Context: an optimization exercise on an open-source flow, tuned for small area and a short achievable clock period. The choices shown serve that exercise and are no tape-out recipe.
Where RTL was checked, it was by simulation tests only, not by an equivalence proof against the original.
Power figures rest on the tool's default switching activity, not on a simulated workload.

## pifo_reg
module pifo_reg
#(
    parameter L2_REG_WIDTH = 4,
    parameter RANK_WIDTH = 16,
    parameter META_WIDTH = 12
)
(
    input                       rst,
    input                       clk,
    output reg                  full,
    input                       insert,
    input [RANK_WIDTH-1:0]      rank_in,
    input [META_WIDTH-1:0]      meta_in,
    output reg                  valid_out,
    input                       remove,
    output [RANK_WIDTH-1:0]     rank_out,
    output [META_WIDTH-1:0]     meta_out,
    output reg                  max_valid_out,
    output [RANK_WIDTH-1:0]     max_rank_out,
    output [META_WIDTH-1:0]     max_meta_out,
    output reg [L2_REG_WIDTH:0] num_entries,
    output reg                  empty
);
    localparam N  = 2**L2_REG_WIDTH;
    localparam RW = RANK_WIDTH;
    localparam MW = META_WIDTH;
    localparam SW = L2_REG_WIDTH;
    localparam DW = RW + MW;            
    localparam EW = DW + SW;            
    function automatic gt_tree(input [RW-1:0] a, input [RW-1:0] b, input cin);
        reg [RW-1:0] g, e;
        integer w, k;
        begin
            g = a & ~b;
            e = ~(a ^ b);
  ...
==> flow/config.mk <==
export PLATFORM = sky130hd
export DESIGN_NAME = pifo_reg
export DESIGN_NICKNAME = pifo_reg
export VERILOG_FILES = /design/flow/design.v
export SDC_FILE = /design/flow/constraint.sdc
export NUM_CORES = 4
export LEC_CHECK = 0
export ABC_AREA = 1
export CAP_MARGIN = 20
export CORE_MARGIN = 2
export CORE_UTILIZATION = 55
export CTS_CLUSTER_DIAMETER = 80
export CTS_CLUSTER_SIZE = 30
export GPL_ROUTABILITY_DRIVEN = 0
export SLEW_MARGIN = 20
==> flow/constraint.sdc <==
create_clock -name core_clock -period 16.0 [get_ports {clk}]
set_input_delay 3.2000 -clock core_clock [delete_from_list [all_inputs] [get_ports {clk}]]
set_output_delay 3.2000 -clock core_clock [all_outputs]
set_load 0.01 [all_outputs]
standard.sh (not shown) runs the stock make flow with config.mk's settings and CLKGATE_MAP_FILE= SYNTH_SCRIPT=/design/flow/synth_recipe.tcl, a recipe that flattens the netlist after the stock synthesis.
==> flow/flow/run.sh <==
#!/bin/bash
# Standard ORFS layout, with plain buffers on the ports and timing repair
# aiming well below the clock period.
set -euo pipefail
bash standard.sh SETUP_SLACK_MARGIN=11 TNS_END_PERCENT=100 \
  "BUFFER_PORTS_ARGS=-buffer_cell sky130_fd_sc_hd__buf_4" finish > standard_flow.log 2>&1
The starting point ran to the end with no violations.
Then changed:
- CORE_UTILIZATION: 55 -> 40
- CTS_CLUSTER_DIAMETER: 80 -> unset
- CTS_CLUSTER_SIZE: 30 -> unset
- GPL_ROUTABILITY_DRIVEN: 0 -> unset
Clock skew stays flat.
Total power increases by about 9%.
Non-clock buffer count grows by 26.
Count of clock-buffer cells in the layout is higher by 75.
Synthesized cell count stays the same.
Setup slack loses 0.059 ns.
Then changed:
- CORE_UTILIZATION: 40 -> 55
- CTS_CLUSTER_DIAMETER: unset -> 80
- CTS_CLUSTER_SIZE: unset -> 40
What happened: Final area fell by 4.7%. Synthesized cell count stays the same. Hold slack is better by 0.0072 ns. Worst setup slack improved by 0.059 ns. Non-clock buffer count drops by 26. Sequential cell count is unchanged. Maximum frequency increases by 1.2%. Global-route usage goes up by 8.6 points. Via count went down by 0.89%. Die area came out lower by 27%. Critical path depth fell by 1.
Then changed:
==> flow/flow/run.sh (replaced) <==
#!/bin/bash
# Standard ORFS layout, with plain buffers on the ports and timing repair
# aiming well below the clock period.
set -euo pipefail
bash standard.sh SETUP_SLACK_MARGIN=11.3 TNS_END_PERCENT=100 \
  "BUFFER_PORTS_ARGS=-buffer_cell sky130_fd_sc_hd__buf_4" finish > standard_flow.log 2>&1
- CTS_CLUSTER_DIAMETER: 80 -> unset
- CTS_CLUSTER_SIZE: 40 -> 30
Clock power grows by about 50%.
Total power grows by 14%.
Wire length grows by about 9%.
Clock skew grows by 0.0083 ns.

---

lane 1:
pifo_reg, a different RTL version from the one above (not shown whole).
For scale: ~4700 cells after synthesis, about 35000 sq um of cells after synthesis.
export LEC_CHECK = 0
export ABC_AREA = 1
export CAP_MARGIN = 20
export CORE_MARGIN = 2
export CORE_UTILIZATION = 55
export CTS_CLUSTER_SIZE = 30
export SLEW_MARGIN = 20
create_clock -name core_clock -period 16.0 [get_ports {clk}]
==> flow/flow/run.sh <==
#!/bin/bash
# Standard ORFS layout, with plain buffers on the ports and timing repair
# aiming well below the clock period.
set -euo pipefail
bash standard.sh SETUP_SLACK_MARGIN=11 TNS_END_PERCENT=100 \
  "BUFFER_PORTS_ARGS=-buffer_cell sky130_fd_sc_hd__buf_4" finish > standard_flow.log 2>&1
What lane 2 does differently from lane 1 at the input level:
Settings: putting CTS_CLUSTER_DIAMETER at 80 where nothing was set.
## What came out
- Measured against each other, lane 1 and lane 2 differ in cell area, the lower figure coming from lane 2.
- The run showing the smaller proportion of power drawn by combinational gates is lane 1.
- The number of nets in the finished design in lane 2 sits 34 below the value recorded for lane 1.
- Going from lane 1 to lane 2, largest driver fanout on the critical path saw an increase, combinational power saw a decrease, minimum clock period after layout saw a decrease.
- Taking lane 1 as the reference, in lane 2 clock-buffer cell count moved down; worst setup slack moved up; first-iteration DRC count moved up.
No functional check of the RTL was part of any run of this note.

---

build 90:
RTL: one of the versions met above, not the one the previous note started from.
Size in the first run: ~4500 cells after synthesis, about 610 flip-flops, about 97 I/O pins, about 35000 um2 of cells after synthesis.
Settings: LEC_CHECK=0, ABC_AREA=1, CAP_MARGIN=20, CORE_MARGIN=2, CORE_UTILIZATION=65, CTS_CLUSTER_SIZE=30, SLEW_MARGIN=20; clock period 16.0 ns.
Scripts as last shown in full above: flow/flow/run.sh
The following lists how build 89 was set up differently from build 90:
Settings: CORE_UTILIZATION now 55, was 65; CTS_CLUSTER_DIAMETER now 80, previously not set.
==> flow/flow/run.sh <==
#!/bin/bash
# Standard ORFS layout, with plain buffers on the ports and timing repair
# aiming well below the clock period.
set -euo pipefail
bash standard.sh SETUP_SLACK_MARGIN=11.1 TNS_END_PERCENT=100 \
  "BUFFER_PORTS_ARGS=-buffer_cell sky130_fd_sc_hd__buf_4" finish > standard_flow.log 2>&1
## What came out
Between build 90 and build 89, number of diodes is lower for build 90, build 89 comes in above that.
In the tables for build 90 and build 89, via count of the first global-routing pass reads higher with build 90.
From build 90 to build 89 the numbers moved as follows: number of signal-net buffers in the layout climbed 41; power density normalized to cell area fell by 5.2%; total number of vias fell by 3.0%.
--- input diff build 89..build 78 ---
==> flow/flow/run.sh <==
#!/bin/bash
# Standard ORFS layout, with plain buffers on the ports and timing repair
# aiming well below the clock period.
set -euo pipefail
bash standard.sh SETUP_SLACK_MARGIN=11 TNS_END_PERCENT=50 \
  "BUFFER_PORTS_ARGS=-buffer_cell sky130_fd_sc_hd__buf_4" finish > standard_flow.log 2>&1
Results
The pre-CTS worst setup slack on build 89 is in line with that on build 78. Delta (build 78 minus build 89): relative area change from synthesis to final layout saw a decrease; internal portion of total power saw a decrease; global-route total usage across every layer saw a decrease. Post-CTS repair timing setup buffer count for build 78 is lower than for build 89. Relative max-transition margin: higher on build 89. Of the two values seen for top layer reached by signal wires, met5 was produced by build 78 and met4 by build 89. Build 78 vs build 89, post-cts gate resize count went down by 56%. [compare] base=build 89 new=build 78: area taken by multi-input logic gates held; data arrival time of the worst path went up 0.06 ns. NOTE: power share of the combinational group in build 78 falls short of that of build 89. As of build 78, filler cell count had risen slightly compared to build 89.

-- afterwards: timing with drivers on the ports --
The flow's constraints put no driver on any port. The routed layouts listed below were extracted and timed again, unchanged, in two steps.
Step 1 assumes that a clkbuf_16 drives the clock port and a buf_2 every other input.
Step 2 adds t to the input delays and takes it off the output delays; t is the mean of the earliest and latest rising clock arrival at the registers after step 1. Input paths then give back, and output paths get back, about the clock's delay inside the block.
Slacks: ideal ports / drivers / drivers and shift; pairs: ideal ports / drivers.
run | t (ns) | slack for setup (ns) | worst slew at a driven data input, ns | pins driven straight from the clock port
the first run of note 1 | 0.659 | 11.000 / 10.934 / 10.532 | 0.04 | 1
the second run of note 1 | 0.681 | 10.941 / 10.880 / 10.521 | 0.05 | 1
the third run of note 1 | 0.659 | 11.000 / 10.934 / 10.532 | 0.04 | 1
the fourth run of note 1 | 0.679 | 11.011 / 10.944 / 10.742 | 0.04 | 1
lane 1 | 0.683 | 10.931 / 10.863 / 10.417 | 0.06 | 1
lane 2 | 0.669 | 10.952 / 10.883 / 10.400 | 0.06 | 1
build 90 | 0.677 | 10.900 / 10.834 / 10.363 | 0.07 | 1
build 89 | 0.658 | 11.058 / 10.990 / 10.591 | 0.05 | 1
build 78 | 0.662 | 11.002 / 10.934 / 10.497 | 0.04 | 1
After both steps setup and hold are still met in every run listed. The setup slack of lane 2, which loses most, moves by -0.069 ns with the drivers and by -0.552 ns with both steps.
